This design comes from an exercise in tuning for small area and a short achievable clock period on the open sky130 flow, not from production work.
In this exercise RTL edits were held to simulation tests only and were not proved equivalent to the original.
The clock input has no modelled driver; a real chip could not lean on it and would need a root buffer or a full tree.
Power figures rest on the tool's default switching activity, not on a simulated workload.

==> design/flow/flow/run.sh <==
#!/bin/bash
# Own layout flow. Synthesis: LOG2_NORM is taken as the cell netlist in
# flow/norm_cells.v (the same function as rtl/CLZ.v), LOG2_TABLE is mapped by
# ABC for speed, then the design is flattened. Layout: the standard ORFS
# flow from that netlist, with minimum-size port buffers and a small clock tree.
set -euo pipefail
here=$(pwd)
YOSYS=$FLOW_HOME/../tools/install/yosys/bin/yosys
LIB=$FLOW_HOME/platforms/sky130hd/lib/sky130_fd_sc_hd__tt_025C_1v80.lib
DU="-dont_use *probe* -dont_use *lpflow* -dont_use *clkdly* -dont_use *dlygate* -dont_use *dlymetal*"
mkdir -p syn
cat > syn/synth.ys <<EOS
read_liberty -lib $LIB
read_verilog -defer $FLOW_DESIGN
read_verilog -defer -overwrite $here/flow/norm_cells.v
hierarchy -check -top $FLOW_TOP
synth -nofsm -noshare -top $FLOW_TOP
opt -purge
dfflibmap -liberty $LIB $DU
opt
abc -script $here/flow/table.abc -liberty $LIB $DU LOG2_TABLE
abc -script $here/flow/top.abc -liberty $LIB $DU $FLOW_TOP
flatten
setundef -zero
splitnets
opt_clean -purge
hilomap -singleton -hicell sky130_fd_sc_hd__conb_1 HI -locell sky130_fd_sc_hd__conb_1 LO
insbuf -buf sky130_fd_sc_hd__buf_1 A X
rename -hide w:*\$func\$*
check -assert -mapped
tee -o $here/syn/stat.txt stat -liberty $LIB
write_verilog -noattr -nohex -nodec $here/syn/netlist.v
EOS
$YOSYS -l syn/yosys.log -q syn/synth.ys > /dev/null
CK=sky130_fd_sc_hd__clkbuf_4
bash standard.sh SYNTH_NETLIST_FILES=$here/syn/netlist.v \
  "BUFFER_PORTS_ARGS=-buffer_cell sky130_fd_sc_hd__buf_1" \
  "CTS_ARGS=-sink_clustering_enable -repair_clock_nets -buf_list $CK -root_buf $CK -sink_clustering_size 30 -sink_clustering_max_diameter 300 -dont_use_dummy_load" \
  finish > standard.log 2>&1
==> design/flow/flow/norm_cells.v <==
// Generated by gen/gen_norm.py: LOG2_NORM as sky130_fd_sc_hd cells.
module LOG2_NORM (x, mn, ip);
  input  [15:0] x;
  output [4:0]  mn;
  output [4:0]  ip;
  wire a1, a2, a3, c3, h1, h2, h3, l1, l2, l3, ma0, ma1, ma2, ma3, ma4, mb0, mb1, mb2, mb3, mb4, p2, p3, s0, s1, s2, s3, t0, t1, t2, w12, w13, w14, w15, wa12, wa13, wa14, wa15, wb12, wb13, wb14, wb15, wn10, wn11, wn12, wn13, wn14, wn7, wn8, wn9, z0;
  sky130_fd_sc_hd__nor2_1 u_h3 (.A(x[15]), .B(x[14]), .Y(h3));
  sky130_fd_sc_hd__nor2_1 u_l3 (.A(x[13]), .B(x[12]), .Y(l3));
  sky130_fd_sc_hd__nand2_1 u_a3 (.A(h3), .B(l3), .Y(a3));
  sky130_fd_sc_hd__nor2_1 u_h2 (.A(x[11]), .B(x[10]), .Y(h2));
  sky130_fd_sc_hd__nor2_1 u_l2 (.A(x[9]), .B(x[8]), .Y(l2));
  sky130_fd_sc_hd__nand2_1 u_a2 (.A(h2), .B(l2), .Y(a2));
  sky130_fd_sc_hd__nor2_1 u_h1 (.A(x[7]), .B(x[6]), .Y(h1));
  sky130_fd_sc_hd__nor2_1 u_l1 (.A(x[5]), .B(x[4]), .Y(l1));
  sky130_fd_sc_hd__nand2_1 u_a1 (.A(h1), .B(l1), .Y(a1));
  sky130_fd_sc_hd__nor4_1 u_z0 (.A(x[3]), .B(x[2]), .C(x[1]), .D(x[0]), .Y(z0));
  sky130_fd_sc_hd__buf_1 u_s3 (.A(a3), .X(s3));
  sky130_fd_sc_hd__nor2b_1 u_s2 (.A(a3), .B_N(a2), .Y(s2));
  sky130_fd_sc_hd__nor3b_1 u_s1 (.A(a3), .B(a2), .C_N(a1), .Y(s1));
  sky130_fd_sc_hd__nor3_1 u_s0 (.A(a3), .B(a2), .C(a1), .Y(s0));
  sky130_fd_sc_hd__or2_0 u_p3 (.A(a3), .B(a2), .X(p3));
  sky130_fd_sc_hd__or2_0 u_p2 (.A(a3), .B(s1), .X(p2));
  sky130_fd_sc_hd__a22oi_1 u_wa15 (.A1(s3), .A2(x[15]), .B1(s2), .B2(x[11]), .Y(wa15));
  sky130_fd_sc_hd__a22oi_1 u_wb15 (.A1(s1), .A2(x[7]), .B1(s0), .B2(x[3]), .Y(wb15));
  sky130_fd_sc_hd__nand2_1 u_w15 (.A(wa15), .B(wb15), .Y(w15));
  sky130_fd_sc_hd__a22oi_1 u_wa14 (.A1(s3), .A2(x[14]), .B1(s2), .B2(x[10]), .Y(wa14));
  sky130_fd_sc_hd__a22oi_1 u_wb14 (.A1(s1), .A2(x[6]), .B1(s0), .B2(x[2]), .Y(wb14));
  sky130_fd_sc_hd__nand2_1 u_w14 (.A(wa14), .B(wb14), .Y(w14));
  sky130_fd_sc_hd__a22oi_1 u_wa13 (.A1(s3), .A2(x[13]), .B1(s2), .B2(x[9]), .Y(wa13));
  sky130_fd_sc_hd__a22oi_1 u_wb13 (.A1(s1), .A2(x[5]), .B1(s0), .B2(x[1]), .Y(wb13));
  sky130_fd_sc_hd__nand2_1 u_w13 (.A(wa13), .B(wb13), .Y(w13));
  sky130_fd_sc_hd__a22oi_1 u_wa12 (.A1(s3), .A2(x[12]), .B1(s2), .B2(x[8]), .Y(wa12));
  sky130_fd_sc_hd__a22oi_1 u_wb12 (.A1(s1), .A2(x[4]), .B1(s0), .B2(x[0]), .Y(wb12));
  sky130_fd_sc_hd__nand2_1 u_w12 (.A(wa12), .B(wb12), .Y(w12));
  sky130_fd_sc_hd__a222oi_1 u_wn11 (.A1(s3), .A2(x[11]), .B1(s2), .B2(x[7]), .C1(s1), .C2(x[3]), .Y(wn11));
  sky130_fd_sc_hd__a222oi_1 u_wn10 (.A1(s3), .A2(x[10]), .B1(s2), .B2(x[6]), .C1(s1), .C2(x[2]), .Y(wn10));
  sky130_fd_sc_hd__a222oi_1 u_wn9 (.A1(s3), .A2(x[9]), .B1(s2), .B2(x[5]), .C1(s1), .C2(x[1]), .Y(wn9));
  sky130_fd_sc_hd__a222oi_1 u_wn8 (.A1(s3), .A2(x[8]), .B1(s2), .B2(x[4]), .C1(s1), .C2(x[0]), .Y(wn8));
  sky130_fd_sc_hd__a22oi_1 u_wn7 (.A1(s3), .A2(x[7]), .B1(s2), .B2(x[3]), .Y(wn7));
  sky130_fd_sc_hd__inv_1 u_wn14 (.A(w14), .Y(wn14));
  sky130_fd_sc_hd__inv_1 u_wn13 (.A(w13), .Y(wn13));
  sky130_fd_sc_hd__inv_1 u_wn12 (.A(w12), .Y(wn12));
  sky130_fd_sc_hd__nor2_1 u_t2 (.A(w15), .B(wn14), .Y(t2));
  sky130_fd_sc_hd__nor3_1 u_t1 (.A(w15), .B(w14), .C(wn13), .Y(t1));
  sky130_fd_sc_hd__nor3_1 u_t0 (.A(w15), .B(w14), .C(w13), .Y(t0));
  sky130_fd_sc_hd__a22oi_1 u_ma4 (.A1(w15), .A2(wn14), .B1(t2), .B2(wn13), .Y(ma4));
  sky130_fd_sc_hd__a22oi_1 u_mb4 (.A1(t1), .A2(wn12), .B1(t0), .B2(wn11), .Y(mb4));
  sky130_fd_sc_hd__nand2_1 u_mn4 (.A(ma4), .B(mb4), .Y(mn[4]));
  sky130_fd_sc_hd__a22oi_1 u_ma3 (.A1(w15), .A2(wn13), .B1(t2), .B2(wn12), .Y(ma3));
  sky130_fd_sc_hd__a22oi_1 u_mb3 (.A1(t1), .A2(wn11), .B1(t0), .B2(wn10), .Y(mb3));
  sky130_fd_sc_hd__nand2_1 u_mn3 (.A(ma3), .B(mb3), .Y(mn[3]));
  sky130_fd_sc_hd__a22oi_1 u_ma2 (.A1(w15), .A2(wn12), .B1(t2), .B2(wn11), .Y(ma2));
  sky130_fd_sc_hd__a22oi_1 u_mb2 (.A1(t1), .A2(wn10), .B1(t0), .B2(wn9), .Y(mb2));
  sky130_fd_sc_hd__nand2_1 u_mn2 (.A(ma2), .B(mb2), .Y(mn[2]));
  sky130_fd_sc_hd__a22oi_1 u_ma1 (.A1(w15), .A2(wn11), .B1(t2), .B2(wn10), .Y(ma1));
  sky130_fd_sc_hd__a22oi_1 u_mb1 (.A1(t1), .A2(wn9), .B1(t0), .B2(wn8), .Y(mb1));
  sky130_fd_sc_hd__nand2_1 u_mn1 (.A(ma1), .B(mb1), .Y(mn[1]));
  sky130_fd_sc_hd__a22oi_1 u_ma0 (.A1(w15), .A2(wn10), .B1(t2), .B2(wn9), .Y(ma0));
  sky130_fd_sc_hd__a22oi_1 u_mb0 (.A1(t1), .A2(wn8), .B1(t0), .B2(wn7), .Y(mb0));
  sky130_fd_sc_hd__nand2_1 u_mn0 (.A(ma0), .B(mb0), .Y(mn[0]));
  sky130_fd_sc_hd__and2_0 u_c3 (.A(p2), .B(w15), .X(c3));
  sky130_fd_sc_hd__nor2_1 u_ip4 (.A(p3), .B(c3), .Y(ip[4]));
  sky130_fd_sc_hd__xnor2_1 u_ip3 (.A(p3), .B(c3), .Y(ip[3]));
  sky130_fd_sc_hd__xor2_1 u_ip2 (.A(p2), .B(w15), .X(ip[2]));
  sky130_fd_sc_hd__nor2_1 u_ip1 (.A(w15), .B(t0), .Y(ip[1]));
  sky130_fd_sc_hd__a211oi_1 u_ip0 (.A1(s0), .A2(z0), .B1(w15), .C1(t1), .Y(ip[0]));
endmodule
==> design/flow/flow/table.abc <==
strash; dch -f; map -D 400; topo; buffer -p; upsize -D 400; dnsize -D 400; topo
==> design/flow/flow/top.abc <==
strash; dch -f; map -D 1000; topo
==> design/flow/standard.sh <==
#!/bin/bash
# synth_recipe.tcl (not shown) runs the flow's synth.tcl, then flattens the netlist and writes it again
# the make line also repeats each setting of config.mk as NAME=value (left out here)
make -C /OpenROAD-flow-scripts/flow DESIGN_CONFIG=/design/flow/config.mk WORK_HOME=/design/flow/orfs CLKGATE_MAP_FILE= SYNTH_SCRIPT=/design/flow/synth_recipe.tcl "${@:-finish}"
==> design/flow/config.mk <==
export PLATFORM = sky130hd
export DESIGN_NAME = LOG2_FIXED_POINT
export DESIGN_NICKNAME = LOG2_FIXED_POINT
export VERILOG_FILES = /design/flow/design.v
export SDC_FILE = /design/flow/constraint.sdc
export NUM_CORES = 4
export LEC_CHECK = 0
export CAP_MARGIN = 20
export CORE_MARGIN = 2
export CORE_UTILIZATION = 20
export SETUP_SLACK_MARGIN = 1.7
export SLEW_MARGIN = 20
==> design/flow/constraint.sdc <==
create_clock -name core_clock -period 4.0 [get_ports {i_CLK}]
set_input_delay 0.8000 -clock core_clock [delete_from_list [all_inputs] [get_ports {i_CLK}]]
set_output_delay 0.8000 -clock core_clock [all_outputs]
set_load 0.01 [all_outputs]
==> design/flow/design.v <==
module LOG2_NORM (x, mn, ip);
  input  [15:0] x;
  output [4:0]  mn;    
  output [4:0]  ip;    
  wire        a3 = |x[15:12];
  wire        a2 = |x[11:8];
  wire        a1 = |x[7:4];
  wire        a0 = |x[3:0];
  wire [15:7] w  = a3 ? x[15:7] :
                   a2 ? x[11:3] :
                   a1 ? {x[7:0], 1'b0} : {x[3:0], 5'b0};
  wire [4:0]  m  = w[15] ? w[14:10] :
                   w[14] ? w[13:9] :
                   w[13] ? w[12:8] : w[11:7];
  assign      mn = ~m;
  wire        p3 = a3 | a2;
  wire        p2 = a3 | (~a2 & a1);
  wire        p1 = w[15] | w[14];
  wire        p0 = w[15] | (~w[14] & w[13]);
  wire        zero = ~(a3 | a2 | a1 | a0);
  assign ip = zero ? 5'b11000 : {1'b0, p3, p2, p1, p0} - 5'd7;
endmodule   
module LOG2_TABLE (mn, t);
  input  [4:0] mn;    
  output [9:0] t;
  wire   [4:0] m = ~mn;
  localparam [31:0] TBIT0 = 32'hf77f0002;
  localparam [31:0] TBIT1 = 32'h05051774;
  localparam [31:0] TBIT2 = 32'h06531afa;
  localparam [31:0] TBIT3 = 32'had30e356;
  localparam [31:0] TBIT4 = 32'h630ffc64;
  localparam [31:0] TBIT5 = 32'hb5aaaad2;
  localparam [31:0] TBIT6 = 32'hc6333364;
  localparam [31:0] TBIT7 = 32'hf83c3c78;
  localparam [31:0] TBIT8 = 32'hffc03f80;
  localparam [31:0] TBIT9 = 32'hffffc000;
  assign t = {TBIT9[m], TBIT8[m], TBIT7[m], TBIT6[m], TBIT5[m],
              TBIT4[m], TBIT3[m], TBIT2[m], TBIT1[m], TBIT0[m]};
endmodule   
module LOG2_FIXED_POINT
          (i_CLK,
           i_RSTn,
           i_VALID,
           i_DATA_VALID,
           i_DATA,
           o_VALID,
           o_LOG2_VALID,
           o_LOG2);
  input   i_CLK;
  input   i_RSTn;
  input   i_VALID;
  input   i_DATA_VALID;
  input   [15:0] i_DATA;   
  output  o_VALID;
  output  o_LOG2_VALID;
  output  signed [18:0] o_LOG2;   
  wire [4:0] mn;      
  wire [4:0] ip;      
  wire [9:0] t;       
  LOG2_NORM u_norm (.x(i_DATA), .mn(mn), .ip(ip));
  reg  [4:0] r_mn;
  reg  [4:0] r_ip;
  reg        r_vld;   
  always @(posedge i_CLK or negedge i_RSTn)
    if (!i_RSTn)
      r_vld <= 1'b0;
    else if (i_VALID)
      r_vld <= i_DATA_VALID;
  always @(posedge i_CLK)
    if (i_VALID) begin
      r_mn <= mn;
      r_ip <= ip;
    end
  LOG2_TABLE u_table (.mn(r_mn), .t(t));
  assign o_LOG2       = {{4{r_ip[4]}}, r_ip, t};
  assign o_LOG2_VALID = r_vld;
  assign o_VALID      = i_VALID;
endmodule   
==> impl_metrics.csv, run 1 <==
group,metric,value,unit
route,via_count,1405,
timing,period_share,0.575,
setup_path,crit_path_max_incr_delay,0.69,ns
clock_network,cts_sinks,11,
die,core_area,5140,um^2
pwr,ir_drop,71.3,uV
yosys,syn_area_per_cell,6.83,um^2
run_status,status,"finished clean",
final_layout,multi_input_area,876,um^2
clock_network,clock_path_buffers,2,
timing,relSlewSlack,0.485,
yosys,yosysWarningCount,0,
die,ioPinCount,41,
final_layout,fillCellCount,568,
route,route.antenna.remaining_nets,0,
placement,gp_congestion,0.849,
setup_path,crit_family,"compound AO/OA/AOI/OAI gates",
final_layout,diodes,0,
clock_network,ctsRootBufferMaster,"clkbuf_4",
timing,setup_viol,0,
pwr,power_leakage,0.738,nW
route,vias_per_cell,4.98,
setup_path,crit_cells,8,
setup_path,crit_chain,"buf_6 -> nor2_4 -> nand2_4 -> buf_4 -> buf_4 -> a222oi_1 -> a22oi_1 -> nand2_1",
min_path,hold_path.class,"in2async",
flow_run,max_cap_viol_count,0,
clock_network,htreeDepth,1,
route,first_pass_iters,8,
pwr,comb_power_share,0.557,
grt,grt_pass1_wl,4.98,mm
timing,fin_skew,0,ns
final_layout,stdcell_count,282,
clock_network,clk_latency,0.25,ns
yosys,netlist_area,1070,um^2
setup_path,worst-path-buf-inv,3,
setup_path,setup.worst_path.start,"i_DATA[12]",
final_layout,regArea,325,um^2
die,die_w,77.0,um
clock_network,cts_tree,"yes",
setup_path,worstPathMaxFanout,6,
die,num_rows,26,
timing,fmax,0.434,GHz
setup_path,worstPathRequired,4.12,ns
timing,totalNegativeSetupSlack,0,ns
pwr,powerDensity,272,nW/um^2
die,die_h,77.0,um
route,drt_iter0_markers,104,
final_layout,drive_gt1_frac,0.448,
final_layout,fin_nets,234,
yosys,postSynthCellCount,156,
placement,dp_cells,250,
pwr,internal_power,0.294,mW
timing,fin_crit,2.30,ns
pwr,switching_share,0.398,
setup_path,cp-end-kind,"flop",
placement,place_area,1270,um^2
route,drcViolationCount,0,
setup_path,worstRegToRegCells,1,
yosys,synth_nets,176,
clock_network,postCtsHoldBufs,0,
final_layout,layout_common_cells,"nand2_1, buf_4, buf_1",
grt,grt_pass1_vias,1152,
placement,dp_hpwl,2.20,mm
final_layout,fin_area,1790,um^2
pwr,power_frac_clock,0.134,
timing,worstMarginPinSlew,0.772,ns
clock_network,cts_buffers,3,
grt,grt.total_usage,0.0995,
grt,antenna_found_initial,0,
die,dieArea,5930,um^2
final_layout,area_delta_synth_final,68.0,%
final_layout,final_common_cell,"nand2_1",
grt,grt_overflow,0,
clock_network,clkTransAtPathRegs,0.05,ns
setup_path,path_common_cell,"buf_4",
setup_path,r2r_slack,3.26,ns
setup_path,start_kind,"primary input",
setup_path,crit_type,"in2reg",
die,initial_core_util,0.207,
route,wl_per_cell,13.1,um
placement,io_buffers,40,
setup_path,cp.arrival,2.42,ns
pwr,p_seq_frac,0.309,
timing,drv_slew,0,
pwr,netSwitchingPower,0.194,mW
route,wl,3.70,mm
setup_path,cpMaxStageDelayCell,"a222oi_1",
grt,grt_max_degree,15,
timing,hold_viol,0,
timing,rsz0062_at_grt,"true",
-- metal layers --
metal,share of wire,wire length [um],GRT usage,vias up
li1,-,-,-,679
met1,0.37,1360,0.129,639
met2,0.54,1990,0.163,73
met3,0.070,260,0.00824,14
met4,0.025,91,0.0536,0
met5,0,0,0,-
-- how the worst min path moves through the flow --
stage	cells past startpoint	endpoint	start	slack, ns
finish	1	asynchronous set/reset pin	i_RSTn	0.31
global route	1	asynchronous set/reset pin	i_RSTn	0.29
CTS	1	asynchronous set/reset pin	i_RSTn	0.29
detailed placement	1	flop	flop	0.51
global placement	1	flop	flop	0.49
floorplan	0	asynchronous set/reset pin	i_RSTn	0.50
-- metrics by stage --
| step | power [mW] | setup WS (ns) | utilization | hold WS [ns] |
|---|---|---|---|---|
| 4_1_cts | 0.402 | 1.70 | 0.269 | 0.295 |
| 5_1_grt | 0.524 | 1.60 | 0.348 | 0.286 |
| 6_report | 0.488 | 1.70 | 0.348 | 0.306 |
| 3_3_place_gp | 0.321 | 1.20 | 0.248 | 0.489 |
| 3_5_place_dp | 0.321 | 1.18 | 0.248 | 0.506 |
| 2_1_floorplan | 0.278 | 1.70 | - | 0.504 |
-- layout make-up --
cell class                 count  share of cell area
inverter                       9              0.0203
timing repair buffer          69               0.247
sequential                    11               0.182
multi-input combinational    120               0.489
clock buffer                   3              0.0126
tap                           70              0.0489
-- power groups by stage --
stage               clock network [mW]  logic (mW)  registers (mW)
floorplan                            0       0.119           0.160
global placement                     0       0.159           0.161
detailed placement                   0       0.159           0.161
CTS                             0.0707       0.179           0.152
global route                    0.0761       0.295           0.153
finish                          0.0655       0.271           0.151
-- what timing repair did --
| item | 4_1_cts | 5_1_grt |
|---|---|---|
| setup buffers | 9 | 20 |
| resized for setup | 4 | 100 |
| cloned | 0 | 0 |
| pin swaps | 2 | 24 |
| setup endpoints to repair | 17 | 19 |
==> run 2: changes to the inputs <==
--- a/design/flow/flow/run.sh
+++ b/design/flow/flow/run.sh
@@ -37,3 +37,4 @@
   "BUFFER_PORTS_ARGS=-buffer_cell sky130_fd_sc_hd__buf_1" \
   "CTS_ARGS=-sink_clustering_enable -repair_clock_nets -buf_list $CK -root_buf $CK -sink_clustering_size 30 -sink_clustering_max_diameter 300 -dont_use_dummy_load" \
+  POST_CTS_TCL=$here/flow/post_cts.tcl \
   finish > standard.log 2>&1
==> design/flow/flow/post_cts.tcl (new file) <==
# After CTS: the design has only a few flip-flops, so drive all of them from
# the root clock buffer and remove the buffers CTS placed below it.
set block [ord::get_db_block]
set root [$block findInst clkbuf_0_i_CLK]
if { $root != "NULL" } {
  set rootnet [[$root findITerm X] getNet]
  foreach inst [$block getInsts] {
    if { $inst == $root } { continue }
    if { ![string match "sky130_fd_sc_hd__clkbuf_*" [[$inst getMaster] getName]] } { continue }
    set in_net [[$inst findITerm A] getNet]
    if { $in_net != $rootnet } { continue }
    set out_net [[$inst findITerm X] getNet]
    foreach it [$out_net getITerms] {
      if { [$it getInst] == $inst } { continue }
      $it disconnect
      $it connect $rootnet
    }
    puts "post_cts: removed clock buffer [$inst getName]"
    odb::dbInst_destroy $inst
    odb::dbNet_destroy $out_net
  }
  estimate_parasitics -placement
  report_clock_skew
}
--- a/design/flow/config.mk
+++ b/design/flow/config.mk
@@ -9,4 +9,4 @@
 export CORE_MARGIN = 2
 export CORE_UTILIZATION = 20
-export SETUP_SLACK_MARGIN = 1.7
+export SETUP_SLACK_MARGIN = 1.4
 export SLEW_MARGIN = 20
==> impl_metrics.csv, run 2 <==
group,metric,value,unit
run_status,status,"finished clean",
timing,drv_slew,0,
timing,fin_skew,0,ns
die,die_h,77.0,um
placement,io_buffers,40,
final_layout,fin_area,1300,um^2
yosys,postSynthCellCount,156,
timing,hold_viol,0,
grt,grt_pass1_wl,4.54,mm
timing,fin_ws,1.57,ns
pwr,ir_drop,77.3,uV
flow_run,max_cap_viol_count,0,
grt,grt_max_degree,16,
die,ioPinCount,41,
die,dieArea,5930,um^2
setup_path,crit_type,"in2reg",
clock_network,clk_latency,0.16,ns
route,first_pass_iters,5,
final_layout,regArea,325,um^2
final_layout,diodes,0,
setup_path,crit_path_max_incr_delay,0.30,ns
setup_path,cp-end-kind,"flop",
route,vias_per_cell,4.94,
setup_path,start_kind,"primary input",
die,initial_core_util,0.207,
pwr,power_leakage,0.485,nW
setup_path,crit_chain,"buf_1 -> nor2_1 -> nand2_2 -> nor3b_4 -> a22oi_1 -> nand2_2 -> nor3_2 -> a22oi_1 -> nand2_1",
die,die_w,77.0,um
placement,dp_hpwl,2.15,mm
placement,place_area,1250,um^2
route,wl_per_cell,11.2,um
setup_path,cp.arrival,2.35,ns
die,num_rows,26,
grt,grt.total_usage,0.0938,
grt,antenna_found_initial,0,
route,wl,2.83,mm
clock_network,clkTransAtPathRegs,0.09,ns
timing,period_share,0.608,
grt,grt_pass1_vias,1028,
clock_network,cts_sinks,11,
grt,grt_overflow,0,
timing,fmax,0.411,GHz
placement,place_ws,0.977,ns
min_path,hold_path.class,"in2async",
die,core_area,5140,um^2
timing,totalNegativeSetupSlack,0,ns
yosys,synth_nets,176,
timing,fin_crit,2.43,ns
pwr,powerDensity,272,nW/um^2
yosys,yosysWarningCount,0,
timing,worstMarginPinSlew,0.698,ns
setup_path,worstPathRequired,3.92,ns
final_layout,layout_common_cells,"buf_1, nand2_1, a22oi_1",
setup_path,cpMaxStageDelayCell,"nor3b_4",
timing,rsz0062_at_grt,"false",
timing,setup_viol,0,
final_layout,fillCellCount,620,
route,via_count,1245,
route,drcViolationCount,0,
final_layout,drive_gt1_frac,0.0659,
final_layout,area_delta_synth_final,22.3,%
final_layout,fin_util,0.254,
setup_path,worstPathMaxFanout,14,
final_layout,multi_input_area,692,um^2
route,drt_iter0_markers,91,
final_layout,fin_nets,204,
placement,gp_congestion,0.850,
timing,relSlewSlack,0.535,
final_layout,final_common_cell,"buf_1",
route,route.antenna.remaining_nets,0,
yosys,syn_area_per_cell,6.83,um^2
yosys,netlist_area,1070,um^2
[run 2: changes by cell type in the layout (fill, tap and decap cells not counted), sizes merged]
cell,change
clkbuf,-8
buf,-22
[run 2: worst max-delay path, delay by kind of cell]
family / cells / cell delay [ns]
AND/OR/NAND/NOR: 6 / 1.11
AO/OA/AOI/OAI: 2 / 0.36
buffers and inverters: 1 / 0.09
[run 2: through the flow]
| step | instances | hold slack, ns | power, mW |
|---|---|---|---|
| after floorplan | 156 | 0.504 | 0.277 |
| after global placement | 250 | 0.489 | 0.319 |
| after detailed placement | 250 | 0.502 | 0.319 |
| after global routing | 252 | 0.378 | 0.383 |
| final | 252 | 0.386 | 0.354 |
[run 2: report_power, final]
part	internal, mW	switching (mW)
clock network	0.0120	0.0226
registers	0.140	0.0189
logic	0.0574	0.103
[run 2: worst paths after layout]
path | from | endpoint | slack (ns) | cells past startpoint
hold / removal | i_RSTn | asynchronous set/reset pin | 0.39 | 1
min in group core_clock | flop | flop | 0.52 | 1
setup / recovery | i_DATA[13] | flop | 1.57 | 9
max in group asynchronous | i_RSTn | asynchronous set/reset pin | 3.51 | 1
hold reg to reg | flop | flop | 0.52 | 1
setup reg to reg | flop | flop | 3.26 | 1
[run 2: routing by layer]
layer	share of wire	global-route usage	up-vias	routed length (um)
met4	0.014	0.0393	0	40
met2	0.49	0.166	65	1400
met5	0	0	-	0
li1	-	-	613	-
met1	0.42	0.120	565	1200
met3	0.069	0.00235	2	194
[run 2: area by class of cell]
cell class                 count  area share
timing repair buffer          41       0.121
multi-input combinational    120       0.531
tap                           70      0.0672
sequential                    11       0.250
clock buffer                   1     0.00576
inverter                       9      0.0259
==> run 3: changes to the inputs <==
--- a/design/flow/flow/run.sh
+++ b/design/flow/flow/run.sh
@@ -10,4 +10,9 @@
 DU="-dont_use *probe* -dont_use *lpflow* -dont_use *clkdly* -dont_use *dlygate* -dont_use *dlymetal*"
 mkdir -p syn
+# The standard synthesis, run only for the names it gives the flip-flops:
+# ours are renamed to match (flow/regnames.py), pairing them by their Q nets.
+sed "s#$here/orfs#$here/refsyn#g" standard.sh > refsyn.sh
+bash refsyn.sh synth > refsyn.log 2>&1
+REF=$here/refsyn/results/sky130hd/LOG2_FIXED_POINT/base/1_2_yosys.v
 cat > syn/synth.ys <<EOS
 read_liberty -lib $LIB
@@ -33,6 +38,7 @@
 EOS
 $YOSYS -l syn/yosys.log -q syn/synth.ys > /dev/null
+python3 flow/regnames.py $REF syn/netlist.v syn/netlist_named.v > syn/regnames.log
 CK=sky130_fd_sc_hd__clkbuf_4
-bash standard.sh SYNTH_NETLIST_FILES=$here/syn/netlist.v \
+bash standard.sh SYNTH_NETLIST_FILES=$here/syn/netlist_named.v \
   "BUFFER_PORTS_ARGS=-buffer_cell sky130_fd_sc_hd__buf_1" \
   "CTS_ARGS=-sink_clustering_enable -repair_clock_nets -buf_list $CK -root_buf $CK -sink_clustering_size 30 -sink_clustering_max_diameter 300 -dont_use_dummy_load" \
==> design/flow/flow/regnames.py (new file) <==
#!/usr/bin/env python3
"""Give the flip-flops of our netlist the instance names the standard
synthesis gives them, pairing them by the net on their Q pin.

usage: regnames.py STANDARD_NETLIST OUR_NETLIST OUT_NETLIST
"""
import re, sys

INST = re.compile(r'^(\s*)(sky130_fd_sc_hd__(\w+))\s+(\\\S+|\S+)\s*\((.*?)\);', re.M | re.S)

def norm(net):
    return net.strip().lstrip('\\').replace(' ', '')

def flops(text):
    out = {}
    for m in INST.finditer(text):
        typ = m.group(3)
        if not re.match(r'e?df', typ):
            continue
        q = re.search(r'\.Q\(\s*(.*?)\s*\)', m.group(5), re.S)
        out[norm(q.group(1))] = (m.group(4), typ, m)
    return out

std = flops(open(sys.argv[1]).read())
ours_text = open(sys.argv[2]).read()
ours = flops(ours_text)
if set(std) != set(ours):
    sys.exit(f"flip-flops differ: standard {sorted(std)} ours {sorted(ours)}")
pieces, last = [], 0
for q, (name, typ, m) in sorted(ours.items(), key=lambda kv: kv[1][2].start()):
    sname, styp, _ = std[q]
    if re.sub(r'_\d+$', '', styp) != re.sub(r'_\d+$', '', typ):
        sys.exit(f"flip-flop on {q}: standard cell {styp}, ours {typ}")
    new = sname if sname.startswith('\\') else sname
    if new.startswith('\\'):
        new = new + ' '
    pieces.append(ours_text[last:m.start(4)])
    pieces.append(new)
    last = m.end(4)
    print(f"{name} -> {sname} ({q})")
pieces.append(ours_text[last:])
open(sys.argv[3], 'w').write(''.join(pieces))
==> impl_metrics.csv, run 3 <==
group,metric,value,unit
setup_path,regToRegStartpoint,"r_vld$_DFFE_PN0P_",
setup_path,crit_type,"in2reg",
yosys,postSynthCellCount,156,
die,initial_core_util,0.207,
route,wl,2.89,mm
route,route.antenna.remaining_nets,0,
timing,period_share,0.621,
die,core_area,5140,um^2
route,drt_iter0_markers,93,
final_layout,area_delta_synth_final,27.1,%
setup_path,worstPathMaxFanout,7,
grt,grt.total_usage,0.0934,
yosys,netlist_area,1070,um^2
timing,fin_crit,2.48,ns
die,num_rows,26,
grt,grt_max_degree,16,
setup_path,crit_path_max_incr_delay,0.39,ns
grt,antenna_found_initial,0,
die,die_h,77.0,um
setup_path,cp-end-kind,"flop",
final_layout,layout_common_cells,"buf_1, nand2_1, a22oi_1",
placement,place_area,1250,um^2
timing,totalNegativeSetupSlack,0,ns
timing,worstMarginPinSlew,0.638,ns
setup_path,start_kind,"primary input",
final_layout,fin_nets,210,
setup_path,setup.worst_path.start,"i_DATA[7]",
flow_run,max_cap_viol_count,0,
route,drcViolationCount,0,
setup_path,r2r_end,"r_vld$_DFFE_PN0P_",
yosys,synth_nets,176,
setup_path,cp.arrival,2.51,ns
timing,relSlewSlack,0.575,
min_path,hold_path.class,"in2async",
setup_path,worstPathRequired,4.03,ns
grt,grt_pass1_vias,1051,
pwr,powerDensity,265,nW/um^2
final_layout,fin_area,1360,um^2
final_layout,fillCellCount,612,
clock_network,clkTransAtPathRegs,0.10,ns
timing,fmax,0.402,GHz
clock_network,clk_latency,0.16,ns
final_layout,diodes,0,
setup_path,r2r_slack,3.25,ns
grt,grt_pass1_wl,4.60,mm
placement,dp_hpwl,2.13,mm
timing,drv_slew,0,
timing,hold_viol,0,
clock_network,cts_sinks,11,
die,ioPinCount,41,
route,vias_per_cell,4.79,
placement,io_buffers,40,
final_layout,drive_gt1_frac,0.0957,
yosys,syn_area_per_cell,6.83,um^2
placement,gp_congestion,0.798,
pwr,ir_drop,65.0,uV
route,first_pass_iters,5,
die,dieArea,5930,um^2
timing,rsz0062_at_grt,"false",
run_status,status,"finished clean",
route,wl_per_cell,11.2,um
die,die_w,77.0,um
route,via_count,1237,
setup_path,crit_chain,"buf_1 -> nor2_1 -> nand2_1 -> nor3b_4 -> buf_4 -> a22oi_1 -> nand2_2 -> nor3_2 -> a22oi_1 -> nand2_1",
timing,setup_viol,0,
yosys,yosysWarningCount,0,
pwr,power_leakage,0.518,nW
final_layout,top_regs,"r_ip (5), r_mn (5), r_vld (1)",
final_layout,final_common_cell,"buf_1",
setup_path,worstRegToRegCells,1,
grt,grt_overflow,0,
setup_path,cpMaxStageDelayCell,"nor3_2",
timing,fin_skew,0,ns
[run 3: cell types whose count changed in the layout (fill, tap and decap cells not counted)]
| cell | previous run | this run |
|---|---|---|
| buf_4 | 1 | 7 |
| nor3_2 | 2 | 1 |
| nor3_4 | 1 | 2 |
[run 3: layout make-up]
class,count,area (um^2),share of cell area
well taps,70,87.6,0.0646
clock buffers,1,7.51,0.00554
flip-flops and latches,11,325,0.240
multi-input cells,120,698,0.515
repair buffers,47,203,0.150
inverters,9,33.8,0.0249
[run 3: worst max path at each step]
stage,to,depth (start not counted)
after floorplan,r_mn[2]$_DFFE_PP_,8
after global placement,r_mn[1]$_DFFE_PP_,9
after detailed placement,r_mn[0]$_DFFE_PP_,9
after global routing,r_mn[3]$_DFFE_PP_,10
final,r_mn[0]$_DFFE_PP_,10
[run 3: worst max-delay path: cells and delay by family]
| family | cells | cell delay (ns) |
|---|---|---|
| and+or+nand+nor | 6 | 1.13 |
| buffers and inverters | 2 | 0.27 |
| AOI/OAI and AO/OA | 2 | 0.31 |
[run 3: per-layer routing]
layer	vias to the layer above	GRT usage	part of all wire
met5	-	0	0
met4	0	0.0268	0.0093
met3	2	0.00471	0.062
met2	51	0.175	0.50
met1	558	0.115	0.43
li1	626	-	-
[run 3: where the power goes]
group	switching [mW]	internal (mW)
clock network	0.0230	0.0120
registers	0.0185	0.140
logic	0.105	0.0604
[run 3: through the flow]
step	utilization	hold slack (ns)	cells	worst slack [ns]	power, mW
2_1_floorplan	-	0.504	156	1.55	0.277
3_3_place_gp	0.243	0.489	250	0.938	0.319
3_5_place_dp	0.243	0.509	250	0.954	0.318
5_1_grt	0.264	0.383	258	1.35	0.388
6_report	0.264	0.385	258	1.52	0.359
==> run 4: changes to the inputs <==
--- a/design/flow/flow/norm_cells.v
+++ b/design/flow/flow/norm_cells.v
@@ -4,5 +4,5 @@
   output [4:0]  mn;
   output [4:0]  ip;
-  wire a1, a2, a3, c3, h1, h2, h3, l1, l2, l3, ma0, ma1, ma2, ma3, ma4, mb0, mb1, mb2, mb3, mb4, p2, p3, s0, s1, s2, s3, t0, t1, t2, w12, w13, w14, w15, wa12, wa13, wa14, wa15, wb12, wb13, wb14, wb15, wn10, wn11, wn12, wn13, wn14, wn7, wn8, wn9, z0;
+  wire a1, a2, a3, c3, h1, h2, h3, l1, l2, l3, ma0, ma1, ma2, ma3, ma4, mb0, mb1, mb2, mb3, mb4, p2, p3, s0, s1, s2, s3, t0, t1, t2, w12, w13, w14, w15, wa12, wa13, wa14, wa15, wb12, wb13, wb14, wb15, wn10, wn11, wn12, wn13, wn14, wn7, wn8, wn9, z0, za1, za2, za3;
   sky130_fd_sc_hd__nor2_1 u_h3 (.A(x[15]), .B(x[14]), .Y(h3));
   sky130_fd_sc_hd__nor2_1 u_l3 (.A(x[13]), .B(x[12]), .Y(l3));
@@ -15,8 +15,11 @@
   sky130_fd_sc_hd__nand2_1 u_a1 (.A(h1), .B(l1), .Y(a1));
   sky130_fd_sc_hd__nor4_1 u_z0 (.A(x[3]), .B(x[2]), .C(x[1]), .D(x[0]), .Y(z0));
+  sky130_fd_sc_hd__and2_0 u_za3 (.A(h3), .B(l3), .X(za3));
+  sky130_fd_sc_hd__and2_0 u_za2 (.A(h2), .B(l2), .X(za2));
+  sky130_fd_sc_hd__and2_0 u_za1 (.A(h1), .B(l1), .X(za1));
   sky130_fd_sc_hd__buf_1 u_s3 (.A(a3), .X(s3));
-  sky130_fd_sc_hd__nor2b_1 u_s2 (.A(a3), .B_N(a2), .Y(s2));
-  sky130_fd_sc_hd__nor3b_1 u_s1 (.A(a3), .B(a2), .C_N(a1), .Y(s1));
-  sky130_fd_sc_hd__nor3_1 u_s0 (.A(a3), .B(a2), .C(a1), .Y(s0));
+  sky130_fd_sc_hd__and2_0 u_s2 (.A(za3), .B(a2), .X(s2));
+  sky130_fd_sc_hd__and3_1 u_s1 (.A(za3), .B(za2), .C(a1), .X(s1));
+  sky130_fd_sc_hd__and3_1 u_s0 (.A(za3), .B(za2), .C(za1), .X(s0));
   sky130_fd_sc_hd__or2_0 u_p3 (.A(a3), .B(a2), .X(p3));
   sky130_fd_sc_hd__or2_0 u_p2 (.A(a3), .B(s1), .X(p2));
@@ -41,7 +44,7 @@
   sky130_fd_sc_hd__inv_1 u_wn13 (.A(w13), .Y(wn13));
   sky130_fd_sc_hd__inv_1 u_wn12 (.A(w12), .Y(wn12));
-  sky130_fd_sc_hd__nor2_1 u_t2 (.A(w15), .B(wn14), .Y(t2));
-  sky130_fd_sc_hd__nor3_1 u_t1 (.A(w15), .B(w14), .C(wn13), .Y(t1));
-  sky130_fd_sc_hd__nor3_1 u_t0 (.A(w15), .B(w14), .C(w13), .Y(t0));
+  sky130_fd_sc_hd__and2b_1 u_t2 (.A_N(w15), .B(w14), .X(t2));
+  sky130_fd_sc_hd__and3b_1 u_t1 (.A_N(w15), .B(wn14), .C(w13), .X(t1));
+  sky130_fd_sc_hd__and3b_1 u_t0 (.A_N(w15), .B(wn14), .C(wn13), .X(t0));
   sky130_fd_sc_hd__a22oi_1 u_ma4 (.A1(w15), .A2(wn14), .B1(t2), .B2(wn13), .Y(ma4));
   sky130_fd_sc_hd__a22oi_1 u_mb4 (.A1(t1), .A2(wn12), .B1(t0), .B2(wn11), .Y(mb4));
==> impl_metrics.csv, run 4 <==
group,metric,value,unit
clock_network,clkTransAtPathRegs,0.12,ns
route,vias_per_cell,4.91,
die,dieArea,6090,um^2
timing,period_share,0.605,
setup_path,start_kind,"primary input",
yosys,synth_nets,179,
grt,grt_overflow,0,
pwr,netSwitchingPower,0.150,mW
route,top_layer,"met4",
final_layout,layout_common_cells,"buf_1, nand2_1, a22oi_1",
timing,fin_crit,2.42,ns
setup_path,crit_type,"in2reg",
flow_run,max_cap_viol_count,0,
timing,relSlewSlack,0.576,
pwr,power_leakage,0.484,nW
die,num_rows,26,
die,die_h,78.0,um
pwr,switching_share,0.416,
timing,drv_slew,0,
pwr,powerDensity,280,nW/um^2
timing,totalNegativeSetupSlack,0,ns
timing,fin_ws,1.58,ns
setup_path,crit_path_max_incr_delay,0.28,ns
pwr,power,0.360,mW
setup_path,cpMaxStageDelayCell,"and3_2",
setup_path,setup.worst_path.start,"i_DATA[9]",
timing,fmax,0.413,GHz
pwr,ir_drop,96.4,uV
final_layout,area_delta_synth_final,17.4,%
route,drt_iter0_markers,94,
min_path,hold_path.class,"in2async",
die,die_w,78.0,um
timing,worstMarginPinSlew,0.637,ns
setup_path,r2r_slack,3.26,ns
final_layout,drive_gt1_frac,0.0380,
timing,rsz0062_at_grt,"false",
route,via_count,1246,
yosys,yosysWarningCount,0,
setup_path,r2r_end,"r_vld$_DFFE_PN0P_",
die,initial_core_util,0.211,
setup_path,worstPathMaxFanout,12,
grt,grt_pass1_vias,1068,
setup_path,cp.arrival,2.36,ns
route,wl_met3,221,um
grt,grt.total_usage,0.0953,
placement,place_ws,1.19,ns
route,first_pass_iters,5,
pwr,p_seq_frac,0.441,
yosys,netlist_area,1100,um^2
timing,fin_skew,0,ns
timing,setup_viol,0,
pwr,internal_power,0.210,mW
placement,gp_congestion,0.845,
route,wl,2.88,mm
setup_path,crit_chain,"buf_1 -> nor2_1 -> and2_0 -> and3_2 -> a22oi_1 -> nand2_2 -> and3b_1 -> a22oi_1 -> nand2_1",
grt,antenna_found_initial,0,
final_layout,fin_nets,206,
setup_path,worstRegToRegCells,1,
final_layout,final_common_cell,"buf_1",
route,route.antenna.remaining_nets,0,
grt,grt_pass1_wl,4.62,mm
clock_network,cts_sinks,11,
final_layout,diodes,0,
die,core_area,5200,um^2
route,wl_met2,1.35,mm
final_layout,fin_area,1290,um^2
setup_path,regToRegStartpoint,"r_vld$_DFFE_PN0P_",
placement,dp_hpwl,2.20,mm
run_status,status,"finished clean",
setup_path,cp-end-kind,"flop",
route,drcViolationCount,0,
grt,grt_max_degree,16,
setup_path,path_common_cell,"a22oi_1",
placement,io_buffers,40,
pwr,power_frac_clock,0.114,
final_layout,top_regs,"r_ip (5), r_mn (5), r_vld (1)",
pwr,comb_power_share,0.445,
clock_network,clk_latency,0.17,ns
route,drt-met1-wl,1.29,mm
yosys,postSynthCellCount,159,
route,wl_per_cell,11.3,um
placement,place_area,1270,um^2
yosys,syn_area_per_cell,6.89,um^2
setup_path,worstPathRequired,3.94,ns
die,ioPinCount,41,
timing,hold_viol,0,
[run 4: changes by cell type in the layout (fill, tap and decap cells not counted), sizes merged]
cell and delta:
and2 +4, nor2b -1, and3 +2, nor2 -1
buf -7, and3b +2, and2b +1, nor3b -1
nor3 -3
[run 4: area by class of cell]
class                           count  area [um^2]
Fill cell                         624         3920
Sequential cell                    11          325
Tap cell                           70         87.6
Timing Repair Buffer               40          150
Inverter                            9         33.8
Clock buffer                        1         7.51
Multi-Input combinational cell    123          682
[run 4: critical path, delay by kind of cell]
family,cells,cell delay [ns]
AND/OR/NAND/NOR,6,1.13
AO/OA/AOI/OAI,2,0.33
buffers and inverters,1,0.10
[run 4: per-layer routing]
metal / vias to the layer above / track usage
li1: 623 / -
met4: 0 / 0.0105
met2: 63 / 0.166
met5: - / 0
met3: 2 / 0.0138
met1: 558 / 0.129
[run 4: power by group through the flow]
stage	Combinational [mW]	Clock, mW	Sequential, mW
global route	0.180	0.0469	0.162
finish	0.160	0.0410	0.159
detailed placement	0.159	0	0.161
floorplan	0.118	0	0.160
global placement	0.159	0	0.161
[run 4: worst max path at each step]
stage / cells past startpoint / end / slack (ns)
floorplan: 8 / r_mn[2]$_DFFE_PP_ / 1.56
global placement: 9 / r_mn[0]$_DFFE_PP_ / 1.23
detailed placement: 9 / r_mn[2]$_DFFE_PP_ / 1.19
global route: 9 / r_mn[3]$_DFFE_PP_ / 1.45
finish: 9 / r_mn[2]$_DFFE_PP_ / 1.58
[run 4: through the flow]
stage,utilization,instances,hold slack [ns]
3_3_place_gp,0.245,253,0.494
5_1_grt,0.247,254,0.347
6_report,0.247,254,0.361
2_1_floorplan,-,159,0.504
3_5_place_dp,0.245,253,0.494
==> run 5: changes to the inputs <==
--- a/design/flow/config.mk
+++ b/design/flow/config.mk
@@ -9,4 +9,4 @@
 export CORE_MARGIN = 2
 export CORE_UTILIZATION = 20
-export SETUP_SLACK_MARGIN = 1.4
+export SETUP_SLACK_MARGIN = 1.55
 export SLEW_MARGIN = 20
==> impl_metrics.csv, run 5 <==
group,metric,value,unit
run_status,status,"finished clean",
final_layout,diodes,0,
setup_path,worstPathRequired,3.92,ns
route,first_pass_iters,4,
die,die_h,78.0,um
pwr,comb_power_share,0.470,
die,num_rows,26,
final_layout,stdcell_count,259,
timing,fin_crit,2.36,ns
setup_path,worst-path-buf-inv,1,
timing,fin_ws,1.64,ns
placement,io_buffers,40,
setup_path,crit_family,"simple AND/OR/NAND/NOR gates",
final_layout,drive_gt1_frac,0.0688,
timing,rsz0062_at_grt,"false",
final_layout,fillCellCount,624,
yosys,postSynthCellCount,159,
route,vias_per_cell,4.88,
timing,setup_viol,0,
setup_path,cp.arrival,2.28,ns
grt,grt_pass1_wl,4.66,mm
placement,gp_congestion,0.845,
flow_run,max_cap_viol_count,0,
die,dieArea,6090,um^2
final_layout,layout_common_cells,"buf_1, nand2_1, a22oi_1",
pwr,netSwitchingPower,0.150,mW
die,core_area,5200,um^2
placement,dp_cells,253,
setup_path,crit_chain,"buf_1 -> nor2_1 -> and2_0 -> and3_4 -> a22oi_1 -> nand2_2 -> and3b_1 -> a22oi_1 -> nand2_1",
min_path,hold_path.class,"in2async",
yosys,syn_area_per_cell,6.89,um^2
pwr,powerDensity,276,nW/um^2
die,initial_core_util,0.211,
timing,totalNegativeSetupSlack,0,ns
setup_path,crit_path_max_incr_delay,0.26,ns
setup_path,path_common_cell,"a22oi_1",
route,route.antenna.remaining_nets,0,
clock_network,cts_sinks,11,
pwr,internal_power,0.216,mW
pwr,switching_share,0.411,
setup_path,worstPathMaxFanout,9,
die,die_w,78.0,um
pwr,power_leakage,0.506,nW
setup_path,cp-end-kind,"flop",
timing,drv_slew,0,
final_layout,final_common_cell,"buf_1",
setup_path,start_kind,"primary input",
final_layout,top_regs,"r_ip (5), r_mn (5), r_vld (1)",
setup_path,crit_type,"in2reg",
timing,relSlewSlack,0.546,
setup_path,cpMaxStageDelayCell,"and3b_1",
yosys,yosysWarningCount,0,
route,drcViolationCount,0,
placement,place_area,1270,um^2
route,wl,2.98,mm
timing,fin_skew,0,ns
final_layout,area_delta_synth_final,21.2,%
route,via_count,1264,
grt,grt_pass1_vias,1084,
placement,dp_hpwl,2.20,mm
route,drt_iter0_markers,88,
clock_network,clk_latency,0.17,ns
pwr,ir_drop,92.5,uV
clock_network,clkTransAtPathRegs,0.11,ns
yosys,synth_nets,179,
final_layout,fin_area,1330,um^2
final_layout,fin_util,0.255,
placement,place_ws,1.19,ns
timing,fmax,0.424,GHz
grt,grt_max_degree,13,
timing,hold_viol,0,
final_layout,fin_nets,211,
pwr,p_seq_frac,0.423,
grt,grt.total_usage,0.0960,
route,wl_per_cell,11.5,um
yosys,netlist_area,1100,um^2
timing,period_share,0.589,
die,ioPinCount,41,
grt,grt_overflow,0,
timing,worstMarginPinSlew,0.681,ns
pwr,power_frac_clock,0.107,
grt,antenna_found_initial,0,
run 5: cell types whose count changed in the layout (fill, tap and decap cells not counted), sizes merged:
cell | before | now
buf | 40 | 45
run 5: final cells by class:
type,count,area (um^2),share of cell area
clock buffer,1,7.51,0.00565
multi-input combinational,123,687,0.517
sequential,11,325,0.245
tap,70,87.6,0.0659
inverter,9,33.8,0.0254
timing repair buffer,45,188,0.141
run 5: worst paths after layout:
kind / startpoint / endpoint / slack [ns] / cells past startpoint
worst min-delay path: i_RSTn / r_vld$_DFFE_PN0P_ / 0.37 / 1
min in group core_clock: r_vld$_DFFE_PN0P_ / r_vld$_DFFE_PN0P_ / 0.52 / 1
worst max register to register: r_vld$_DFFE_PN0P_ / r_vld$_DFFE_PN0P_ / 3.26 / 1
worst max-delay path: i_DATA[9] / r_mn[4]$_DFFE_PP_ / 1.64 / 9
max in group asynchronous: i_RSTn / r_vld$_DFFE_PN0P_ / 3.54 / 1
worst min register to register: r_vld$_DFFE_PN0P_ / r_vld$_DFFE_PN0P_ / 0.52 / 1
run 5: power by group through the flow:
stage / registers, mW / logic [mW] / clock network, mW
3_3_place_gp: 0.161 / 0.159 / 0
2_1_floorplan: 0.160 / 0.118 / 0
5_1_grt: 0.158 / 0.193 / 0.0469
3_5_place_dp: 0.161 / 0.159 / 0
6_report: 0.155 / 0.172 / 0.0391
run 5: per-layer routing:
layer  vias up  global-route usage  share of wire
li1        634                   -              -
met5         -                   0              0
met4         0              0.0105         0.0047
met3         2              0.0138          0.064
met1       571               0.128           0.45
met2        57               0.170           0.48
run 5: through the flow:
stage	hold WS, ns	power [mW]
after floorplan	0.504	0.277
after global placement	0.494	0.320
after detailed placement	0.494	0.320
after global routing	0.347	0.397
final	0.367	0.366
==> run 6: changes to the inputs <==
--- a/design/flow/flow/run.sh
+++ b/design/flow/flow/run.sh
@@ -42,5 +42,5 @@
 bash standard.sh SYNTH_NETLIST_FILES=$here/syn/netlist_named.v \
   "BUFFER_PORTS_ARGS=-buffer_cell sky130_fd_sc_hd__buf_1" \
-  "CTS_ARGS=-sink_clustering_enable -repair_clock_nets -buf_list $CK -root_buf $CK -sink_clustering_size 30 -sink_clustering_max_diameter 300 -dont_use_dummy_load" \
+  "CTS_ARGS=-sink_clustering_enable -repair_clock_nets -buf_list $CK -root_buf sky130_fd_sc_hd__clkbuf_8 -sink_clustering_size 30 -sink_clustering_max_diameter 300 -dont_use_dummy_load" \
   POST_CTS_TCL=$here/flow/post_cts.tcl \
   finish > standard.log 2>&1
--- a/design/flow/config.mk
+++ b/design/flow/config.mk
@@ -8,5 +8,5 @@
 export CAP_MARGIN = 20
 export CORE_MARGIN = 2
-export CORE_UTILIZATION = 20
-export SETUP_SLACK_MARGIN = 1.55
+export CORE_UTILIZATION = 35
+export SETUP_SLACK_MARGIN = 1.4
 export SLEW_MARGIN = 20
==> impl_metrics.csv, run 6 <==
group,metric,value,unit
pwr,powerDensity,290,nW/um^2
grt,grt_pass1_wl,4.67,mm
grt,grt_pass1_vias,1141,
placement,gp_congestion,0.897,
timing,drv_slew,0,
placement,io_buffers,40,
die,die_w,60.0,um
setup_path,worst-path-buf-inv,2,
setup_path,crit_family,"simple AND/OR/NAND/NOR gates",
timing,relSlewSlack,0.592,
timing,hold_viol,0,
yosys,syn_area_per_cell,6.89,um^2
final_layout,top_regs,"r_ip (5), r_mn (5), r_vld (1)",
setup_path,cp.arrival,2.30,ns
clock_network,clkTransAtPathRegs,0.07,ns
final_layout,regArea,325,um^2
setup_path,crit_path_max_incr_delay,0.28,ns
timing,fin_crit,2.42,ns
setup_path,worstPathMaxFanout,9,
flow_run,max_cap_viol_count,0,
route,via_count,1275,
setup_path,cp-end-kind,"flop",
die,ioPinCount,41,
route,drt_iter0_markers,86,
route,route.antenna.remaining_nets,0,
clock_network,cts_sinks,11,
setup_path,worstPathRequired,3.89,ns
placement,dp_hpwl,2.20,mm
final_layout,multi_input_area,682,um^2
timing,fin_skew,0,ns
die,core_area,3030,um^2
setup_path,crit_chain,"buf_1 -> nor2_1 -> and2_0 -> and3_2 -> a22oi_1 -> nand2_1 -> inv_1 -> and3b_1 -> a22oi_1 -> nand2_1",
timing,worstMarginPinSlew,0.613,ns
timing,rsz0062_at_grt,"false",
yosys,synth_nets,179,
timing,fmax,0.414,GHz
timing,fin_ws,1.58,ns
pwr,power_leakage,0.497,nW
grt,grt.total_usage,0.172,
placement,place_ws,1.18,ns
final_layout,drive_gt1_frac,0.0484,
timing,totalNegativeSetupSlack,0,ns
die,num_rows,20,
min_path,hold_path.class,"in2async",
setup_path,crit_type,"in2reg",
die,initial_core_util,0.362,
grt,antenna_found_initial,0,
final_layout,layout_common_cells,"buf_1, nand2_1, a22oi_1",
yosys,yosysWarningCount,0,
grt,grt_max_degree,16,
route,vias_per_cell,5.54,
grt,grt_overflow,0,
timing,period_share,0.604,
route,first_pass_iters,6,
yosys,netlist_area,1100,um^2
timing,setup_viol,0,
setup_path,cpMaxStageDelayCell,"and3_2",
pwr,ir_drop,186,uV
run_status,status,"finished clean",
setup_path,start_kind,"primary input",
final_layout,final_common_cell,"buf_1",
yosys,postSynthCellCount,159,
final_layout,area_delta_synth_final,16.3,%
final_layout,fin_nets,208,
final_layout,diodes,0,
route,wl_per_cell,12.5,um
clock_network,clk_latency,0.13,ns
route,wl,2.87,mm
final_layout,fillCellCount,339,
die,dieArea,3600,um^2
die,die_h,60.0,um
route,drcViolationCount,0,
==> run 6: cell types whose count changed in the layout (fill, tap and decap cells not counted) <==
cell	before	now
clkbuf_8	0	1
and3_1	0	1
clkbuf_4	1	0
and3_4	1	0
buf_4	5	2
==> run 6: final timing paths <==
path	start	end	cells after the start	slack, ns
max in group asynchronous	i_RSTn	r_vld$_DFFE_PN0P_	1	3.49
min in group core_clock	r_vld$_DFFE_PN0P_	r_vld$_DFFE_PN0P_	1	0.52
worst min-delay path	i_RSTn	r_vld$_DFFE_PN0P_	1	0.41
worst max register to register	r_vld$_DFFE_PN0P_	r_vld$_DFFE_PN0P_	1	3.26
worst max-delay path	i_DATA[11]	r_mn[0]$_DFFE_PP_	10	1.58
worst min register to register	r_vld$_DFFE_PN0P_	r_vld$_DFFE_PN0P_	1	0.52
==> run 6: area by class of cell <==
class                      count  area share
timing repair buffer          42       0.130
inverter                       9      0.0265
sequential                    11       0.255
tap                           44      0.0432
clock buffer                   1      0.0108
multi-input combinational    123       0.535
==> run 6: stage by stage <==
| stage | cells | hold slack [ns] | area [um^2] | util | total power [mW] |
|---|---|---|---|---|---|
| after global placement | 227 | 0.488 | 1240 | 0.410 | 0.316 |
| after detailed placement | 227 | 0.505 | 1240 | 0.410 | 0.319 |
| final | 230 | 0.414 | 1270 | 0.421 | 0.370 |
| after global routing | 230 | 0.403 | 1270 | 0.421 | 0.399 |
| after floorplan | 159 | 0.504 | 1100 | - | 0.277 |
==> run 6: per-layer routing <==
metal  global-route usage  vias up  wire (um)  part of all wire
li1                     -      625          -                 -
met5                    0        -          0                 0
met1                0.203      590       1150              0.40
met4               0.0286        0         11            0.0038
met2                0.335       56       1540              0.54
met3               0.0130        4        167             0.058
==> run 6: report_power, final <==
part	switching, mW	internal [mW]	leakage [nW]	total [mW]
clock	0.0253	0.0228	0.00719	0.0480
sequential	0.0192	0.140	0.109	0.160
combinational	0.103	0.0594	0.380	0.162
==> run 7: changes to the inputs <==
--- a/design/flow/config.mk
+++ b/design/flow/config.mk
@@ -8,5 +8,5 @@
 export CAP_MARGIN = 20
 export CORE_MARGIN = 2
-export CORE_UTILIZATION = 35
-export SETUP_SLACK_MARGIN = 1.4
+export CORE_UTILIZATION = 20
+export SETUP_SLACK_MARGIN = 1.2
 export SLEW_MARGIN = 20
==> impl_metrics.csv, run 7 <==
group,metric,value,unit
setup_path,path_common_cell,"a22oi_1",
grt,antenna_found_initial,0,
setup_path,cp-end-kind,"flop",
yosys,postSynthCellCount,159,
route,wl,2.79,mm
pwr,power_leakage,0.487,nW
timing,hold_viol,0,
final_layout,fillCellCount,627,
setup_path,crit_chain,"buf_1 -> nor2_1 -> and2_0 -> and3_1 -> a22oi_1 -> nand2_2 -> and3b_1 -> a22oi_1 -> nand2_1",
timing,rsz0062_at_grt,"false",
final_layout,regArea,325,um^2
final_layout,drive_gt1_frac,0.0272,
run_status,status,"finished clean",
die,num_rows,26,
final_layout,area_delta_synth_final,17.7,%
setup_path,regToRegStartpoint,"r_vld$_DFFE_PN0P_",
setup_path,start_kind,"primary input",
die,die_w,78.0,um
timing,setup_viol,0,
pwr,power,0.368,mW
setup_path,cp.arrival,2.45,ns
timing,worstMarginPinSlew,0.622,ns
min_path,hold_path.class,"in2async",
timing,fmax,0.390,GHz
placement,dp_hpwl,2.20,mm
clock_network,cts_sinks,11,
setup_path,worstRegToRegCells,1,
setup_path,crit_family,"simple AND/OR/NAND/NOR gates",
yosys,synth_nets,179,
clock_network,clkTransAtPathRegs,0.07,ns
yosys,syn_area_per_cell,6.89,um^2
route,drt-met1-wl,1.29,mm
final_layout,fin_nets,206,
timing,period_share,0.641,
final_layout,diodes,0,
setup_path,r2r_slack,3.26,ns
route,wl_per_cell,11.0,um
route,drcViolationCount,0,
grt,grt_pass1_wl,4.52,mm
route,vias_per_cell,4.90,
yosys,netlist_area,1100,um^2
setup_path,r2r_end,"r_vld$_DFFE_PN0P_",
timing,fin_ws,1.44,ns
final_layout,final_common_cell,"buf_1",
grt,grt_overflow,0,
final_layout,multi_input_area,679,um^2
route,via_count,1244,
placement,gp_congestion,0.845,
placement,place_ws,1.19,ns
route,wl_met2,1.29,mm
pwr,ir_drop,97.7,uV
route,route.antenna.remaining_nets,0,
grt,grt_max_degree,16,
die,core_area,5200,um^2
yosys,yosysWarningCount,0,
setup_path,crit_type,"in2reg",
final_layout,layout_common_cells,"buf_1, nand2_1, a22oi_1",
clock_network,clk_latency,0.13,ns
die,ioPinCount,41,
flow_run,max_cap_viol_count,0,
setup_path,cpMaxStageDelayCell,"and3_1",
timing,drv_slew,0,
setup_path,worstPathMaxFanout,12,
timing,fin_skew,0,ns
route,top_layer,"met3",
setup_path,crit_path_max_incr_delay,0.34,ns
setup_path,worstPathRequired,3.89,ns
grt,grt_pass1_vias,1053,
placement,io_buffers,40,
timing,relSlewSlack,0.585,
route,wl_met3,199,um
timing,totalNegativeSetupSlack,0,ns
pwr,powerDensity,285,nW/um^2
die,initial_core_util,0.211,
setup_path,worst-path-buf-inv,1,
route,first_pass_iters,6,
route,drt_iter0_markers,65,
grt,grt.total_usage,0.0924,
final_layout,top_regs,"r_ip (5), r_mn (5), r_vld (1)",
die,dieArea,6090,um^2
die,die_h,78.0,um
timing,fin_crit,2.56,ns
run 7: changes by cell type in the layout (fill, tap and decap cells not counted):
| cell | before | now |
|---|---|---|
| and3_1 | 1 | 2 |
| and3_2 | 1 | 0 |
| and2_2 | 1 | 0 |
| buf_4 | 2 | 0 |
| and2_1 | 0 | 1 |
run 7: power by group:
part | leakage [nW] | switching, mW | internal, mW
clock network | 0.00719 | 0.0262 | 0.0228
logic | 0.371 | 0.102 | 0.0576
registers | 0.109 | 0.0183 | 0.140
total | 0.487 | 0.147 | 0.221
run 7: area by class of cell:
| class | instances | area share |
|---|---|---|
| timing repair buffer | 40 | 0.116 |
| inverter | 9 | 0.0262 |
| multi-input combinational | 123 | 0.527 |
| tap | 70 | 0.0679 |
| sequential | 11 | 0.252 |
| clock buffer | 1 | 0.0107 |
run 7: per-stage QoR:
stage	std cells	utilization	hold slack [ns]	area (um^2)
floorplan	159	-	0.504	1100
global placement	253	0.245	0.494	1270
detailed placement	253	0.245	0.494	1270
global route	254	0.248	0.406	1290
finish	254	0.248	0.414	1290
run 7: worst max-delay path by stage:
stage	slack [ns]	cells after the start	startpoint	to
after global placement	1.23	9	i_DATA[15]	r_mn[0]$_DFFE_PP_
after detailed placement	1.19	9	i_DATA[15]	r_mn[2]$_DFFE_PP_
after global routing	1.29	9	i_DATA[9]	r_mn[3]$_DFFE_PP_
final	1.44	9	i_DATA[9]	r_mn[2]$_DFFE_PP_
after floorplan	1.56	8	i_DATA[13]	r_mn[2]$_DFFE_PP_
run 7: per-layer routing:
| metal | track usage | vias up |
|---|---|---|
| met1 | 0.127 | 561 |
| met2 | 0.161 | 59 |
| li1 | - | 624 |
| met5 | 0 | - |
| met4 | 0.00526 | 0 |
| met3 | 0.0138 | 0 |
==> run 8: changes to the inputs <==
--- a/design/flow/config.mk
+++ b/design/flow/config.mk
@@ -9,4 +9,3 @@
 export CORE_MARGIN = 2
 export CORE_UTILIZATION = 20
-export SETUP_SLACK_MARGIN = 1.2
 export SLEW_MARGIN = 20
==> impl_metrics.csv, run 8 <==
group,metric,value,unit
timing,rsz0062_at_grt,"false",
die,initial_core_util,0.211,
setup_path,r2r_end,"r_vld$_DFFE_PN0P_",
setup_path,r2r_slack,3.26,ns
final_layout,diodes,0,
yosys,postSynthCellCount,159,
run_status,status,"finished clean",
final_layout,final_common_cell,"buf_1",
die,die_h,78.0,um
timing,totalNegativeSetupSlack,0,ns
grt,grt_overflow,0,
placement,place_area,1270,um^2
placement,dp_hpwl,2.20,mm
flow_run,max_cap_viol_count,0,
pwr,power,0.367,mW
placement,place_ws,1.19,ns
die,ioPinCount,41,
timing,period_share,0.669,
grt,grt_pass1_vias,1053,
die,dieArea,6090,um^2
final_layout,layout_common_cells,"buf_1, nand2_1, a22oi_1",
clock_network,clk_latency,0.13,ns
yosys,syn_area_per_cell,6.89,um^2
clock_network,cts_sinks,11,
timing,drv_slew,0,
clock_network,clkTransAtPathRegs,0.07,ns
setup_path,crit_type,"in2reg",
route,via_count,1246,
placement,dp_cells,253,
setup_path,start_kind,"primary input",
final_layout,area_delta_synth_final,17.5,%
route,first_pass_iters,6,
placement,io_buffers,40,
die,die_w,78.0,um
min_path,hold_path.class,"in2async",
setup_path,worstPathRequired,3.89,ns
die,num_rows,26,
setup_path,cp-end-kind,"flop",
final_layout,fin_util,0.247,
final_layout,fin_nets,206,
final_layout,fin_area,1290,um^2
route,route.antenna.remaining_nets,0,
grt,grt_pass1_wl,4.52,mm
timing,hold_slack,0.414,ns
final_layout,top_regs,"r_ip (5), r_mn (5), r_vld (1)",
yosys,yosysWarningCount,0,
route,drt_iter0_markers,65,
placement,gp_congestion,0.845,
setup_path,worstPathMaxFanout,12,
final_layout,stdcell_count,254,
yosys,netlist_area,1100,um^2
die,core_area,5200,um^2
timing,setup_viol,0,
final_layout,drive_gt1_frac,0.0217,
grt,antenna_found_initial,0,
pwr,powerDensity,285,nW/um^2
pwr,power_leakage,0.486,nW
timing,fin_ws,1.32,ns
yosys,synth_nets,179,
pwr,ir_drop,97.6,uV
timing,fmax,0.373,GHz
timing,hold_viol,0,
timing,fin_skew,0,ns
grt,grt_max_degree,16,
timing,relSlewSlack,0.575,
setup_path,cp.arrival,2.57,ns
route,wl,2.78,mm
route,drcViolationCount,0,
timing,worstMarginPinSlew,0.637,ns
setup_path,regToRegStartpoint,"r_vld$_DFFE_PN0P_",
route,wl_per_cell,11.0,um
route,vias_per_cell,4.91,
setup_path,worstRegToRegCells,1,
grt,grt.total_usage,0.0924,
timing,fin_crit,2.68,ns
-- run 8: changes by cell type in the layout (fill, tap and decap cells not counted) --
cell	change
nand2_1	+1
and2_1	-1
and2_0	+1
nand2_2	-1
-- run 8: layout make-up --
cell class	instances	area, um^2
fill	628	3920
multi-input combinational	123	677
sequential	11	325
timing repair buffer	40	150
tap	70	87.6
inverter	9	33.8
clock buffer	1	13.8
-- run 8: how the worst max path moves through the flow --
stage / from / slack [ns] / to / cells after the start
2_1_floorplan: i_DATA[13] / 1.56 / r_mn[2]$_DFFE_PP_ / 8
3_3_place_gp: i_DATA[15] / 1.23 / r_mn[0]$_DFFE_PP_ / 9
3_5_place_dp: i_DATA[15] / 1.19 / r_mn[2]$_DFFE_PP_ / 9
5_1_grt: i_DATA[15] / 1.11 / r_mn[3]$_DFFE_PP_ / 9
6_report: i_DATA[15] / 1.32 / r_mn[2]$_DFFE_PP_ / 9
-- run 8: metal layers --
| metal | up-vias | global-route usage | part of all wire | wire length, um |
|---|---|---|---|---|
| met2 | 51 | 0.161 | 0.47 | 1300 |
| li1 | 622 | - | - | - |
| met4 | 0 | 0.00526 | 0 | 0 |
| met3 | 0 | 0.0138 | 0.058 | 161 |
| met1 | 573 | 0.127 | 0.47 | 1320 |
| met5 | - | 0 | 0 | 0 |
-- run 8: worst max-delay path: stages --
cell	delay, ns
buf_1	0.09
nor2_1	0.14
and2_0	0.18
and2_0	0.39
a22oi_1	0.12
nand2_1	0.29
and3b_1	0.28
a22oi_1	0.20
nand2_1	0.07
-- run 8: where the power goes --
group / internal (mW) / total, mW / switching (mW) / leakage, nW
registers: 0.140 / 0.159 / 0.0188 / 0.109
logic: 0.0575 / 0.159 / 0.102 / 0.370
clock network: 0.0228 / 0.0490 / 0.0262 / 0.00719
total: 0.221 / 0.367 / 0.147 / 0.486

separate check: timing with driven ports:
The results above use ideal ports. As a check the final layouts listed here were re-extracted and re-timed, cells and wires unchanged. Step 1 (the two cells are an assumption about what drives the block):
set clk [get_ports {i_CLK}]
set_driving_cell -lib_cell sky130_fd_sc_hd__clkbuf_16 $clk
set_driving_cell -lib_cell sky130_fd_sc_hd__buf_2 [delete_from_list [all_inputs] $clk]
Step 2 moves the port delays by t, midway between the first and last clock arrival at a register: inputs arrive t later, outputs are due t later. That takes back most of the time a late clock gives input paths. Slacks: ideal / step 1 / step 2; pairs: ideal / step 1.
run	t, ns	slack for setup (ns)	hold WS [ns]	worst setup path after step 2
run 1	0.278	1.698 / 1.680 / 1.409	0.306 / 0.304 / 0.510	input to register
run 2	0.178	1.569 / 1.560 / 1.392	0.386 / 0.387 / 0.517	input to register
run 3	0.177	1.515 / 1.513 / 1.336	0.385 / 0.388 / 0.522	input to register
run 4	0.195	1.578 / 1.562 / 1.385	0.361 / 0.362 / 0.520	input to register
run 5	0.189	1.644 / 1.646 / 1.457	0.367 / 0.367 / 0.518	input to register
run 6	0.150	1.583 / 1.582 / 1.432	0.414 / 0.421 / 0.517	input to register
run 7	0.153	1.435 / 1.436 / 1.283	0.414 / 0.416 / 0.509	input to register
run 8	0.153	1.322 / 1.323 / 1.170	0.414 / 0.416 / 0.509	input to register
After both steps setup and hold are still met in every run listed. The setup slack of run 1, which loses most, moves by -0.018 ns with the drivers and by -0.289 ns with both steps.
